This design comes from an exercise in tuning for small area, a short achievable clock period and few clock cycles per item on the open sky130 flow, not from production work. For this run, only the layout was checked, not whether the RTL still works. Power and IR drop assume default switching activity.

<file path="design/flow/constraint.sdc">
create_clock -name core_clock -period 4.5 [get_ports {clk}]
set_input_delay 0.9000 -clock core_clock [delete_from_list [all_inputs] [get_ports {clk}]]
set_output_delay 0.9000 -clock core_clock [all_outputs]
set_load 0.01 [all_outputs]
</file>
<file path="design/flow/flow/run.sh">
#!/bin/bash
# Layout flow: the standard ORFS flow (standard.sh, unchanged synthesis), with
#  - port buffers made of sky130_fd_sc_hd__buf_2 instead of the default delay-cell buffers;
#  - clock tree synthesis without dummy load cells, with a clkbuf_16 root and clkbuf_8 leaves.
# make's full output goes to make_finish.log in the work folder; ORFS keeps each step's log
# under orfs/logs/.
set -euo pipefail
CTS="-sink_clustering_enable -repair_clock_nets -dont_use_dummy_load -root_buf sky130_fd_sc_hd__clkbuf_16 -buf_list sky130_fd_sc_hd__clkbuf_8"
bash standard.sh "BUFFER_PORTS_ARGS=-buffer_cell sky130_fd_sc_hd__buf_2" "CTS_ARGS=$CTS" finish > make_finish.log 2>&1
test -f out/final.def
</file>
<file path="design/flow/standard.sh">
#!/bin/bash
# synth_recipe.tcl (not shown) runs the flow's synth.tcl, then flattens the netlist and writes it again
# the make line also repeats each setting of config.mk as NAME=value (left out here)
make -C /OpenROAD-flow-scripts/flow DESIGN_CONFIG=/design/flow/config.mk WORK_HOME=/design/flow/orfs CLKGATE_MAP_FILE= SYNTH_SCRIPT=/design/flow/synth_recipe.tcl "${@:-finish}"
</file>
<file path="design/flow/config.mk">
export PLATFORM = sky130hd
export DESIGN_NAME = seq_multiplier
export DESIGN_NICKNAME = seq_multiplier
export VERILOG_FILES = /design/flow/design.v
export SDC_FILE = /design/flow/constraint.sdc
export NUM_CORES = 4
export LEC_CHECK = 0
export CAP_MARGIN = 20
export CORE_MARGIN = 2
export CORE_UTILIZATION = 40
export SETUP_SLACK_MARGIN = 2.6
export SLEW_MARGIN = 20
export TNS_END_PERCENT = 10
</file>
<file path="design/flow/design.v">
module seq_multiplier #(
    parameter N = 32
)(
    input  wire clk,
    input  wire rst,
    input  wire start,
    input  wire [N-1:0] multiplicand,
    input  wire [N-1:0] multiplier,
    output wire [2*N-1:0] product,
    output wire busy,
    output wire done
);
  reg busy_q, idle_r, done_r, cpa2_r, first_r;
  reg gm, gs, gcn;          
  reg [3:0] cnt;
  reg [31:0] plo;           
  reg [31:0] phi;           
  reg [34:0] s, c;          
  reg [3:0] px, py;         
  reg cf;                   
  reg [3:0] lo;             
  reg [2:0] bg, bp;         
  reg nan, na1, nb, nb1;
  reg [1:0] oa, ob;
  reg [2:0] ta, tb;
  wire na = ~nan;              
  assign busy = busy_q;
  assign done = done_r;
  assign product = {phi, plo};
  wire busy_n = ~rst & (idle_r ? start : ~cpa2_r);
  always @(posedge clk) begin
    busy_q  <= busy_n;           
    idle_r  <= ~busy_n;          
    done_r  <= ~rst & ~idle_r & cpa2_r;
    cpa2_r  <= ~rst & ~idle_r & (cnt == 4'd9);
    cnt     <= idle_r ? 4'd1 : cnt + 4'd1;
    first_r <= idle_r;
    gm      <= idle_r & multiplier[0];   
    gs      <= ~idle_r;                  
    gcn     <= idle_r;                   
  end
  wire m7 = (cnt == 4'd7);                   
  wire [2:0] tra = idle_r ? {multiplier[2:1], 1'b0} : plo[6:4];
  wire [2:0] trb = idle_r ? multiplier[4:2] : {plo[8] & ~m7, plo[7:6]};
  always @(posedge clk) begin
    nan   <= ~tra[2];
    na1   <= (tra[2] & tra[1]) | (tra[2] & ~tra[1]);
    oa[0] <= tra[1] ^ tra[0];
    oa[1] <= ~((tra[2] & ~tra[1] & ~tra[0]) | (~tra[2] & tra[1] & tra[0])) & ~((tra[2] & tra[1] & tra[0]) | ~(tra[2] | tra[1] | tra[0]));
    ta[0] <= (tra[2] & ~tra[1] & ~tra[0]) | (~tra[2] & tra[1] & tra[0]);
    ta[1] <= tra[2] ? ~(tra[1] | tra[0]) : (tra[1] & tra[0]);
    ta[2] <= (tra[2] ^ tra[1]) & ~(tra[1] ^ tra[0]);
    nb    <= trb[2];
    nb1   <= (trb[2] & trb[1]) | (trb[2] & ~trb[1]);
    ob[0] <= trb[1] ^ trb[0];
    ob[1] <= ~((trb[2] & ~trb[1] & ~trb[0]) | (~trb[2] & trb[1] & trb[0])) & ~((trb[2] & trb[1] & trb[0]) | ~(trb[2] | trb[1] | trb[0]));
    tb[0] <= (trb[2] & ~trb[1] & ~trb[0]) | (~trb[2] & trb[1] & trb[0]);
    tb[1] <= trb[2] ? ~(trb[1] | trb[0]) : (trb[1] & trb[0]);
    tb[2] <= (trb[2] ^ trb[1]) & ~(trb[1] ^ trb[0]);
  end
  wire [33:0] mcx = {1'b0, multiplicand, 1'b0};
  wire [32:0] sa, sb;
  genvar k;
  generate
    for (k = 0; k < 33; k = k + 1) begin : g_pp
      assign sa[k] = (oa[k/17] & mcx[k+1]) | (ta[k/11] & mcx[k]);
      assign sb[k] = (ob[k/17] & mcx[k+1]) | (tb[k/11] & mcx[k]);
    end
  endgenerate
  wire ta34 = first_r ? na : ~na;
  wire ta35 = first_r ? na : 1'b1;
  wire ta36 = first_r & ~na;
  wire [34:0] se = ({3'b000, multiplicand} & {35{gm}}) | (s & {35{gs}});
  wire [34:0] ce = c & ~{35{gcn}};
  wire fs1 = ce[1] ^ na ^ se[1];
  wire fc2 = (ce[1] & na) | (ce[1] & se[1]) | (na & se[1]);
  wire pp3 = sa[0] ^ na;
  wire pp6 = sa[1] ^ na;
  wire fs4 = ce[2] ^ se[2] ^ pp6;
  wire fc5 = (ce[2] & se[2]) | (ce[2] & pp6) | (se[2] & pp6);
  wire fs7 = ce[3] ^ nb ^ se[3];
  wire fc8 = (ce[3] & nb) | (ce[3] & se[3]) | (nb & se[3]);
  wire pp11 = sb[0] ^ nb;
  wire pp12 = sa[2] ^ na;
  wire fs9 = pp11 ^ pp12 ^ fs7;
  wire fc10 = (pp11 & pp12) | (pp11 & fs7) | (pp12 & fs7);
  wire pp15 = sb[1] ^ nb;
  wire fs13 = ce[4] ^ se[4] ^ pp15;
  wire fc14 = (ce[4] & se[4]) | (ce[4] & pp15) | (se[4] & pp15);
  wire pp18 = sa[3] ^ na;
  wire fs16 = pp18 ^ fc8 ^ fs13;
  wire fc17 = (pp18 & fc8) | (pp18 & fs13) | (fc8 & fs13);
  wire pp21 = sb[2] ^ nb;
  wire fs19 = ce[5] ^ se[5] ^ pp21;
  wire fc20 = (ce[5] & se[5]) | (ce[5] & pp21) | (se[5] & pp21);
  wire pp24 = sa[4] ^ na;
  wire fs22 = pp24 ^ fc14 ^ fs19;
  wire fc23 = (pp24 & fc14) | (pp24 & fs19) | (fc14 & fs19);
  wire pp27 = sb[3] ^ nb;
  wire fs25 = ce[6] ^ se[6] ^ pp27;
  wire fc26 = (ce[6] & se[6]) | (ce[6] & pp27) | (se[6] & pp27);
  wire pp30 = sa[5] ^ na;
  wire fs28 = pp30 ^ fc20 ^ fs25;
  wire fc29 = (pp30 & fc20) | (pp30 & fs25) | (fc20 & fs25);
  wire pp33 = sb[4] ^ nb;
  wire fs31 = ce[7] ^ se[7] ^ pp33;
  wire fc32 = (ce[7] & se[7]) | (ce[7] & pp33) | (se[7] & pp33);
  wire pp36 = sa[6] ^ na;
  wire fs34 = pp36 ^ fc26 ^ fs31;
  wire fc35 = (pp36 & fc26) | (pp36 & fs31) | (fc26 & fs31);
  wire pp39 = sb[5] ^ nb;
  wire fs37 = ce[8] ^ se[8] ^ pp39;
  wire fc38 = (ce[8] & se[8]) | (ce[8] & pp39) | (se[8] & pp39);
  wire pp42 = sa[7] ^ na;
  wire fs40 = pp42 ^ fc32 ^ fs37;
  wire fc41 = (pp42 & fc32) | (pp42 & fs37) | (fc32 & fs37);
  wire pp45 = sb[6] ^ nb;
  wire fs43 = ce[9] ^ se[9] ^ pp45;
  wire fc44 = (ce[9] & se[9]) | (ce[9] & pp45) | (se[9] & pp45);
  wire pp48 = sa[8] ^ na;
  wire fs46 = pp48 ^ fc38 ^ fs43;
  wire fc47 = (pp48 & fc38) | (pp48 & fs43) | (fc38 & fs43);
  wire pp51 = sb[7] ^ nb;
  wire fs49 = ce[10] ^ se[10] ^ pp51;
  wire fc50 = (ce[10] & se[10]) | (ce[10] & pp51) | (se[10] & pp51);
  wire pp54 = sa[9] ^ na;
  wire fs52 = pp54 ^ fc44 ^ fs49;
  wire fc53 = (pp54 & fc44) | (pp54 & fs49) | (fc44 & fs49);
  wire pp57 = sb[8] ^ nb;
  wire fs55 = ce[11] ^ se[11] ^ pp57;
  wire fc56 = (ce[11] & se[11]) | (ce[11] & pp57) | (se[11] & pp57);
  wire pp60 = sa[10] ^ na;
  wire fs58 = pp60 ^ fc50 ^ fs55;
  wire fc59 = (pp60 & fc50) | (pp60 & fs55) | (fc50 & fs55);
  wire pp63 = sb[9] ^ nb;
  wire fs61 = ce[12] ^ se[12] ^ pp63;
  wire fc62 = (ce[12] & se[12]) | (ce[12] & pp63) | (se[12] & pp63);
  wire pp66 = sa[11] ^ na;
  wire fs64 = pp66 ^ fc56 ^ fs61;
  wire fc65 = (pp66 & fc56) | (pp66 & fs61) | (fc56 & fs61);
  wire pp69 = sb[10] ^ nb;
  wire fs67 = ce[13] ^ se[13] ^ pp69;
  wire fc68 = (ce[13] & se[13]) | (ce[13] & pp69) | (se[13] & pp69);
  wire pp72 = sa[12] ^ na;
  wire fs70 = pp72 ^ fc62 ^ fs67;
  wire fc71 = (pp72 & fc62) | (pp72 & fs67) | (fc62 & fs67);
  wire pp75 = sb[11] ^ nb;
  wire fs73 = ce[14] ^ se[14] ^ pp75;
  wire fc74 = (ce[14] & se[14]) | (ce[14] & pp75) | (se[14] & pp75);
  wire pp78 = sa[13] ^ na;
  wire fs76 = pp78 ^ fc68 ^ fs73;
  wire fc77 = (pp78 & fc68) | (pp78 & fs73) | (fc68 & fs73);
  wire pp81 = sb[12] ^ nb;
  wire fs79 = ce[15] ^ se[15] ^ pp81;
  wire fc80 = (ce[15] & se[15]) | (ce[15] & pp81) | (se[15] & pp81);
  wire pp84 = sa[14] ^ na;
  wire fs82 = pp84 ^ fc74 ^ fs79;
  wire fc83 = (pp84 & fc74) | (pp84 & fs79) | (fc74 & fs79);
  wire pp87 = sb[13] ^ nb;
  wire fs85 = ce[16] ^ se[16] ^ pp87;
  wire fc86 = (ce[16] & se[16]) | (ce[16] & pp87) | (se[16] & pp87);
  wire pp90 = sa[15] ^ na;
  wire fs88 = pp90 ^ fc80 ^ fs85;
  wire fc89 = (pp90 & fc80) | (pp90 & fs85) | (fc80 & fs85);
  wire pp93 = sb[14] ^ nb;
  wire fs91 = ce[17] ^ se[17] ^ pp93;
  wire fc92 = (ce[17] & se[17]) | (ce[17] & pp93) | (se[17] & pp93);
  wire pp96 = sa[16] ^ na;
  wire fs94 = pp96 ^ fc86 ^ fs91;
  wire fc95 = (pp96 & fc86) | (pp96 & fs91) | (fc86 & fs91);
  wire pp99 = sb[15] ^ nb;
  wire fs97 = ce[18] ^ se[18] ^ pp99;
  wire fc98 = (ce[18] & se[18]) | (ce[18] & pp99) | (se[18] & pp99);
  wire pp102 = sa[17] ^ na1;
  wire fs100 = pp102 ^ fc92 ^ fs97;
  wire fc101 = (pp102 & fc92) | (pp102 & fs97) | (fc92 & fs97);
  wire pp105 = sb[16] ^ nb;
  wire fs103 = ce[19] ^ se[19] ^ pp105;
  wire fc104 = (ce[19] & se[19]) | (ce[19] & pp105) | (se[19] & pp105);
  wire pp108 = sa[18] ^ na1;
  wire fs106 = pp108 ^ fc98 ^ fs103;
  wire fc107 = (pp108 & fc98) | (pp108 & fs103) | (fc98 & fs103);
  wire pp111 = sb[17] ^ nb1;
  wire fs109 = ce[20] ^ se[20] ^ pp111;
  wire fc110 = (ce[20] & se[20]) | (ce[20] & pp111) | (se[20] & pp111);
  wire pp114 = sa[19] ^ na1;
  wire fs112 = pp114 ^ fc104 ^ fs109;
  wire fc113 = (pp114 & fc104) | (pp114 & fs109) | (fc104 & fs109);
  wire pp117 = sb[18] ^ nb1;
  wire fs115 = ce[21] ^ se[21] ^ pp117;
  wire fc116 = (ce[21] & se[21]) | (ce[21] & pp117) | (se[21] & pp117);
  wire pp120 = sa[20] ^ na1;
  wire fs118 = pp120 ^ fc110 ^ fs115;
  wire fc119 = (pp120 & fc110) | (pp120 & fs115) | (fc110 & fs115);
  wire pp123 = sb[19] ^ nb1;
  wire fs121 = ce[22] ^ se[22] ^ pp123;
  wire fc122 = (ce[22] & se[22]) | (ce[22] & pp123) | (se[22] & pp123);
  wire pp126 = sa[21] ^ na1;
  wire fs124 = pp126 ^ fc116 ^ fs121;
  wire fc125 = (pp126 & fc116) | (pp126 & fs121) | (fc116 & fs121);
  wire pp129 = sb[20] ^ nb1;
  wire fs127 = ce[23] ^ se[23] ^ pp129;
  wire fc128 = (ce[23] & se[23]) | (ce[23] & pp129) | (se[23] & pp129);
  wire pp132 = sa[22] ^ na1;
  wire fs130 = pp132 ^ fc122 ^ fs127;
  wire fc131 = (pp132 & fc122) | (pp132 & fs127) | (fc122 & fs127);
  wire pp135 = sb[21] ^ nb1;
  wire fs133 = ce[24] ^ se[24] ^ pp135;
  wire fc134 = (ce[24] & se[24]) | (ce[24] & pp135) | (se[24] & pp135);
  wire pp138 = sa[23] ^ na1;
  wire fs136 = pp138 ^ fc128 ^ fs133;
  wire fc137 = (pp138 & fc128) | (pp138 & fs133) | (fc128 & fs133);
  wire pp141 = sb[22] ^ nb1;
  wire fs139 = ce[25] ^ se[25] ^ pp141;
  wire fc140 = (ce[25] & se[25]) | (ce[25] & pp141) | (se[25] & pp141);
  wire pp144 = sa[24] ^ na1;
  wire fs142 = pp144 ^ fc134 ^ fs139;
  wire fc143 = (pp144 & fc134) | (pp144 & fs139) | (fc134 & fs139);
  wire pp147 = sb[23] ^ nb1;
  wire fs145 = ce[26] ^ se[26] ^ pp147;
  wire fc146 = (ce[26] & se[26]) | (ce[26] & pp147) | (se[26] & pp147);
  wire pp150 = sa[25] ^ na1;
  wire fs148 = pp150 ^ fc140 ^ fs145;
  wire fc149 = (pp150 & fc140) | (pp150 & fs145) | (fc140 & fs145);
  wire pp153 = sb[24] ^ nb1;
  wire fs151 = ce[27] ^ se[27] ^ pp153;
  wire fc152 = (ce[27] & se[27]) | (ce[27] & pp153) | (se[27] & pp153);
  wire pp156 = sa[26] ^ na1;
  wire fs154 = pp156 ^ fc146 ^ fs151;
  wire fc155 = (pp156 & fc146) | (pp156 & fs151) | (fc146 & fs151);
  wire pp159 = sb[25] ^ nb1;
  wire fs157 = ce[28] ^ se[28] ^ pp159;
  wire fc158 = (ce[28] & se[28]) | (ce[28] & pp159) | (se[28] & pp159);
  wire pp162 = sa[27] ^ na1;
  wire fs160 = pp162 ^ fc152 ^ fs157;
  wire fc161 = (pp162 & fc152) | (pp162 & fs157) | (fc152 & fs157);
  wire pp165 = sb[26] ^ nb1;
  wire fs163 = ce[29] ^ se[29] ^ pp165;
  wire fc164 = (ce[29] & se[29]) | (ce[29] & pp165) | (se[29] & pp165);
  wire pp168 = sa[28] ^ na1;
  wire fs166 = pp168 ^ fc158 ^ fs163;
  wire fc167 = (pp168 & fc158) | (pp168 & fs163) | (fc158 & fs163);
  wire pp171 = sb[27] ^ nb1;
  wire fs169 = ce[30] ^ se[30] ^ pp171;
  wire fc170 = (ce[30] & se[30]) | (ce[30] & pp171) | (se[30] & pp171);
  wire pp174 = sa[29] ^ na1;
  wire fs172 = pp174 ^ fc164 ^ fs169;
  wire fc173 = (pp174 & fc164) | (pp174 & fs169) | (fc164 & fs169);
  wire pp177 = sb[28] ^ nb1;
  wire fs175 = ce[31] ^ se[31] ^ pp177;
  wire fc176 = (ce[31] & se[31]) | (ce[31] & pp177) | (se[31] & pp177);
  wire pp180 = sa[30] ^ na1;
  wire fs178 = pp180 ^ fc170 ^ fs175;
  wire fc179 = (pp180 & fc170) | (pp180 & fs175) | (fc170 & fs175);
  wire pp183 = sb[29] ^ nb1;
  wire fs181 = ce[32] ^ se[32] ^ pp183;
  wire fc182 = (ce[32] & se[32]) | (ce[32] & pp183) | (se[32] & pp183);
  wire pp186 = sa[31] ^ na1;
  wire fs184 = pp186 ^ fc176 ^ fs181;
  wire fc185 = (pp186 & fc176) | (pp186 & fs181) | (fc176 & fs181);
  wire pp189 = sb[30] ^ nb1;
  wire fs187 = ce[33] ^ se[33] ^ pp189;
  wire fc188 = (ce[33] & se[33]) | (ce[33] & pp189) | (se[33] & pp189);
  wire pp192 = sa[32] ^ na1;
  wire fs190 = pp192 ^ fc182 ^ fs187;
  wire fc191 = (pp192 & fc182) | (pp192 & fs187) | (fc182 & fs187);
  wire fs193 = ce[34] ^ ta34 ^ se[34];
  wire fc194 = (ce[34] & ta34) | (ce[34] & se[34]) | (ta34 & se[34]);
  wire pp197 = sb[31] ^ nb1;
  wire fs195 = pp197 ^ fs193 ^ fc188;
  wire fc196 = (pp197 & fs193) | (pp197 & fc188) | (fs193 & fc188);
  wire pp200 = sb[32] ^ nb1;
  wire fs198 = ta35 ^ pp200 ^ fc194;
  wire fc199 = (ta35 & pp200) | (ta35 & fc194) | (pp200 & fc194);
  wire fs201 = ta36 ^ ~nb ^ fc199;
  wire fc202 = (ta36 & ~nb) | (ta36 & fc199) | (~nb & fc199);
  wire [38:0] x = {1'b0, 1'b1, fs201, fs198, fc191, fc185, fc179, fc173, fc167, fc161, fc155, fc149, fc143, fc137, fc131, fc125, fc119, fc113, fc107, fc101, fc95, fc89, fc83, fc77, fc71, fc65, fc59, fc53, fc47, fc41, fc35, fc29, fc23, fc17, fc10, fc5, fc2, pp3, ce[0]};
  wire [38:0] y = {1'b0, fc202, 1'b0, fc196, fs195, fs190, fs184, fs178, fs172, fs166, fs160, fs154, fs148, fs142, fs136, fs130, fs124, fs118, fs112, fs106, fs100, fs94, fs88, fs82, fs76, fs70, fs64, fs58, fs52, fs46, fs40, fs34, fs28, fs22, fs16, fs9, fs4, fs1, se[0]};
  wire [4:0] lo5 = {1'b0, px} + {1'b0, py} + {4'd0, cf};
  wire [8:0] a0 = {1'b0, s[7:0]}   + {1'b0, c[7:0]};
  wire [8:0] a1 = {1'b0, s[15:8]}  + {1'b0, c[15:8]};
  wire [8:0] a2 = {1'b0, s[23:16]} + {1'b0, c[23:16]};
  wire [7:0] a3 = s[31:24] + c[31:24];
  wire k1 = bg[0] | (bp[0] & cf);
  wire k2 = bg[1] | (bp[1] & bg[0]) | (bp[1] & bp[0] & cf);
  wire k3 = bg[2] | (bp[2] & bg[1]) | (bp[2] & bp[1] & bg[0]) | (bp[2] & bp[1] & bp[0] & cf);
  wire [7:0] i0 = phi[7:0]   + {7'd0, cf};
  wire [7:0] i1 = phi[15:8]  + {7'd0, k1};
  wire [7:0] i2 = phi[23:16] + {7'd0, k2};
  wire [7:0] i3 = phi[31:24] + {7'd0, k3};
  always @(posedge clk) begin
    plo <= idle_r ? multiplier : {lo, plo[31:4]};
    lo  <= lo5[3:0];
    phi <= cpa2_r ? {i3, i2, i1, i0} : {a3, a2[7:0], a1[7:0], a0[7:0]};
    bg  <= {a2[8], a1[8], a0[8]};
    bp  <= {&a2[7:0], &a1[7:0], &a0[7:0]};
    s   <= x[38:4];
    c   <= y[38:4];
    px  <= idle_r ? 4'd0 : x[3:0];
    py  <= idle_r ? 4'd0 : y[3:0];
    cf  <= ~idle_r & lo5[4];
  end
endmodule
</file>
==> results.toml <==
[outcome]
status = "timing/DRC/antenna clean"

[yosys]
async_reset_ff_share_pct = 0
ys_seq_area_share_pct = 36.1
synth_fp_nets = 1084
syn_inst = 888
synth_area_um2 = 9550
synth-seq-cells = 172
yosys_warnings = 1
ys.flop_type = "dfxtp_1"
avgSynthCellArea_um2 = 10.8
netlist-cell-type-count = 47
synth_edf_count = 0

[timing]
hold_viol = 0
finClkSkew_ps = 24.7
finalCritPeriodShare_pct = 46.6
rsz0062_at_grt = "true"
relSlewSlack_pct = 58.8
tns_ps = 0
holdWs_ps = 437
worst_pin_slew_ps = 618
setup_viol = 0
slew_viol_final = 0
clock.fmax_mhz = 477
fin_crit_ps = 2100

[grt]
grtUsageMet1_pct = 24.8
grt_pass1_vias = 6902
use_met3_pct = 4.55
grt_max_degree = 36
globalRouteOverflowTotal = 0
groute.usage.overall_pct = 18.4
grt_first_pass_wirelength_um = 35900
groute.layer.met2.usage_pct = 29.3
busiest_layer = "met2"
antenna_found_initial = 0

[layout]
fin_cells = 1336
nNetsFinal = 1215
drive_gt1_share_pct = 25.0
diodes = 0
area_growth_syn_to_layout_pct = 16.8

[worst_setup_path]
startpoint = "multiplicand[29]"
reg2regPathDepth = 5
crit_path_end = "c[29]$_DFF_P_"
required_ps = 4740
r2r_setup_slack_ps = 2410
crit_fanout = 5
r2r_end = "c[2]$_DFF_P_"
critical_path_class = "in2reg"
crit_arrival_ps = 2330
crit_path_end_kind = "flip-flop"
cp-start-kind = "primary input"
worstReg2RegStart = "ob[1]$_DFF_P_"

[placement]
gp_congestion = 0.817
portBuffers = 132
placed_cells = 1304
place_hpwl_um = 16500

[clock_tree]
htree_levels = 4
clock_latency_ps = 370
clkTransAtPathRegs_ps = 70
cts_buffer_depth = 2
numCtsBuffers = 17
cts_root_buffer = "clkbuf_16"
tritoncts = "yes"
cts_num_sinks = 172

[detailed_routing]
drtPass1Iterations = 5
drtIter0Drc = 347
postRouteAntennaNets = 0
wl_um = 22300
route.detailed.drc = 0
avgViaCountPerCell = 5.10
wire_per_inst_um = 16.7
num_vias = 6817

[power_and_ir_drop]
peakVddDrop_v = 0.000216
power_density_nw_per_um2 = 638
total_power_uw = 7120
p_leak_uw = 0.00475

[floorplan]
die_height_um = 159
start_util_pct = 40.7
ioPinCount = 133
dieArea_um2 = 25100
std_cell_rows = 56
core_area_um2 = 23500
die_x_um = 159

[run]
maxCapViolCount = 0

[worst_hold_path]
hold_path_class = "reg2reg"
how the worst min path moves through the flow:
stage / cells past startpoint / to / from / slack [ps]
after detailed placement: 1 / cnt[0]$_SDFF_PP1_ / cnt[0]$_SDFF_PP1_ / 420
after global routing: 2 / cpa2_r$_DFF_P_ / cnt[3]$_SDFF_PP0_ / 470
final: 1 / cnt[0]$_SDFF_PP1_ / cnt[0]$_SDFF_PP1_ / 440
after floorplan: 0 / first_r$_DFF_P_ / idle_r$_DFF_P_ / 390
after CTS: 1 / cnt[0]$_SDFF_PP1_ / cnt[0]$_SDFF_PP1_ / 440
after global placement: 2 / cpa2_r$_DFF_P_ / cnt[3]$_SDFF_PP0_ / 420
logic make-up after synthesis:
group,count (synthesis),share of synthesized area [%]
DFF,172,36.1
xor gates and xnor gates,112,10.3
buffers and inverters,88,3.59
AOI/OAI and AO/OA,183,13.4
muxes,44,5.07
adders and majority gates,129,22.5
and+or+nand+nor,160,9.09
cell type report:
class                           instances  area (um2)
Fill cell                            2221       12300
Tap cell                              319         399
Multi-Input combinational cell        628        5950
Clock buffer                           17         245
Sequential cell                       172        3480
Timing Repair Buffer                  152         900
Inverter                               48         180
repair_timing:
item,CTS,global route
endpoints found under the setup margin,82,90
pin swaps,9,14
buffers inserted,5,10
gates resized for setup,29,53
hold buffers,0,0
sequential cells by signal, summed over array words and instances (netlist names), 3 cells and up:
register	cells
bg	3
bp	3
c	33
cnt	4
lo	4
phi	32
plo	31
px	4
py	4
s	33
ta	3
tb	3
power breakdown:
part / switching (uW) / internal [uW]
combinational: 1900 / 1760
sequential: 480 / 2140
clock: 484 / 358
critical path: stages:
cell     delay (ps)
buf_2           140
a22oi_2         170
xor2_1          210
fa_1            430
inv_1            70
fa_1            400
placed cells by master, fill, tap and decap left out, drive strengths merged, types with 35 or more instances in the layout:
| cell | instances |
|---|---|
| mux2 | 35 |
| fa | 71 |
| a22oi | 65 |
| nand2 | 35 |
| buf | 152 |
| xnor2 | 89 |
| inv | 48 |
| ha | 58 |
| dfxtp | 172 |
| nor2b | 38 |
Yosys cell counts (all sizes together) (3+ instances only):
| library cell | instances | area (um2) |
|---|---|---|
| and2 | 6 | 37.5 |
| dfxtp | 172 | 3440 |
| nor3 | 3 | 15.0 |
| fa | 71 | 1420 |
| nand2 | 35 | 131 |
| a211oi | 5 | 37.5 |
| and3 | 10 | 62.6 |
| nand2b | 9 | 56.3 |
| mux2 | 35 | 394 |
| nor2b | 38 | 245 |
| xor2 | 23 | 201 |
| o21a | 6 | 45.0 |
| o21ai | 34 | 170 |
| ha | 58 | 726 |
| a21o | 10 | 75.1 |
| clkbuf | 29 | 109 |
| xnor2 | 89 | 780 |
| nor4b | 3 | 26.3 |
| nor2 | 19 | 71.3 |
| mux2i | 9 | 90.1 |
| or2 | 4 | 25.0 |
| buf | 11 | 53.8 |
| a22o | 25 | 219 |
| nor4 | 4 | 31.3 |
| nor3b | 5 | 37.5 |
| nand3 | 20 | 100 |
| o31ai | 6 | 45.0 |
| a22oi | 65 | 488 |
| inv | 48 | 180 |
| o21bai | 3 | 22.5 |
| a21oi | 20 | 100 |
layer usage:
metal | share of wire (%) | vias up
li1 | - | 3319
met1 | 47 | 3270
met4 | 1.3 | 0
met3 | 6.0 | 20
met5 | 0 | -
met2 | 46 | 208
per-stage QoR:
stage                     utilization, %  instance area [um2]  setup WS [ps]
final                               47.5                11200           2400
after floorplan                        -                 9560           2240
after global placement              44.7                10500           1810
after global routing                47.5                11200           2270
after detailed placement            44.7                10500           1860
after CTS                           46.4                10900           2350

## re-timing with driven ports
In the flow no input, the clock included, has a driving cell. The finished layout below was timed again as built, in two steps. Step 1, drivers: a clkbuf_16 drives clk and a buf_2 each remaining input, both assumed. Step 2 also shifts input and output timing later by t, the mid clock arrival at the registers, as if the neighbouring blocks saw the same clock. Three values: ideal, step 1, step 2; two values: the first two.
shift t [ns]: 0.409
slack for setup (ns): 2.403 / 2.412 / 2.013
worst setup path after step 2: input to register
worst slew at a driven data input, ns: 0.09
After both steps this run still meets setup and hold. The setup slack of this run moves by +0.009 ns with the drivers and by -0.390 ns with both steps.
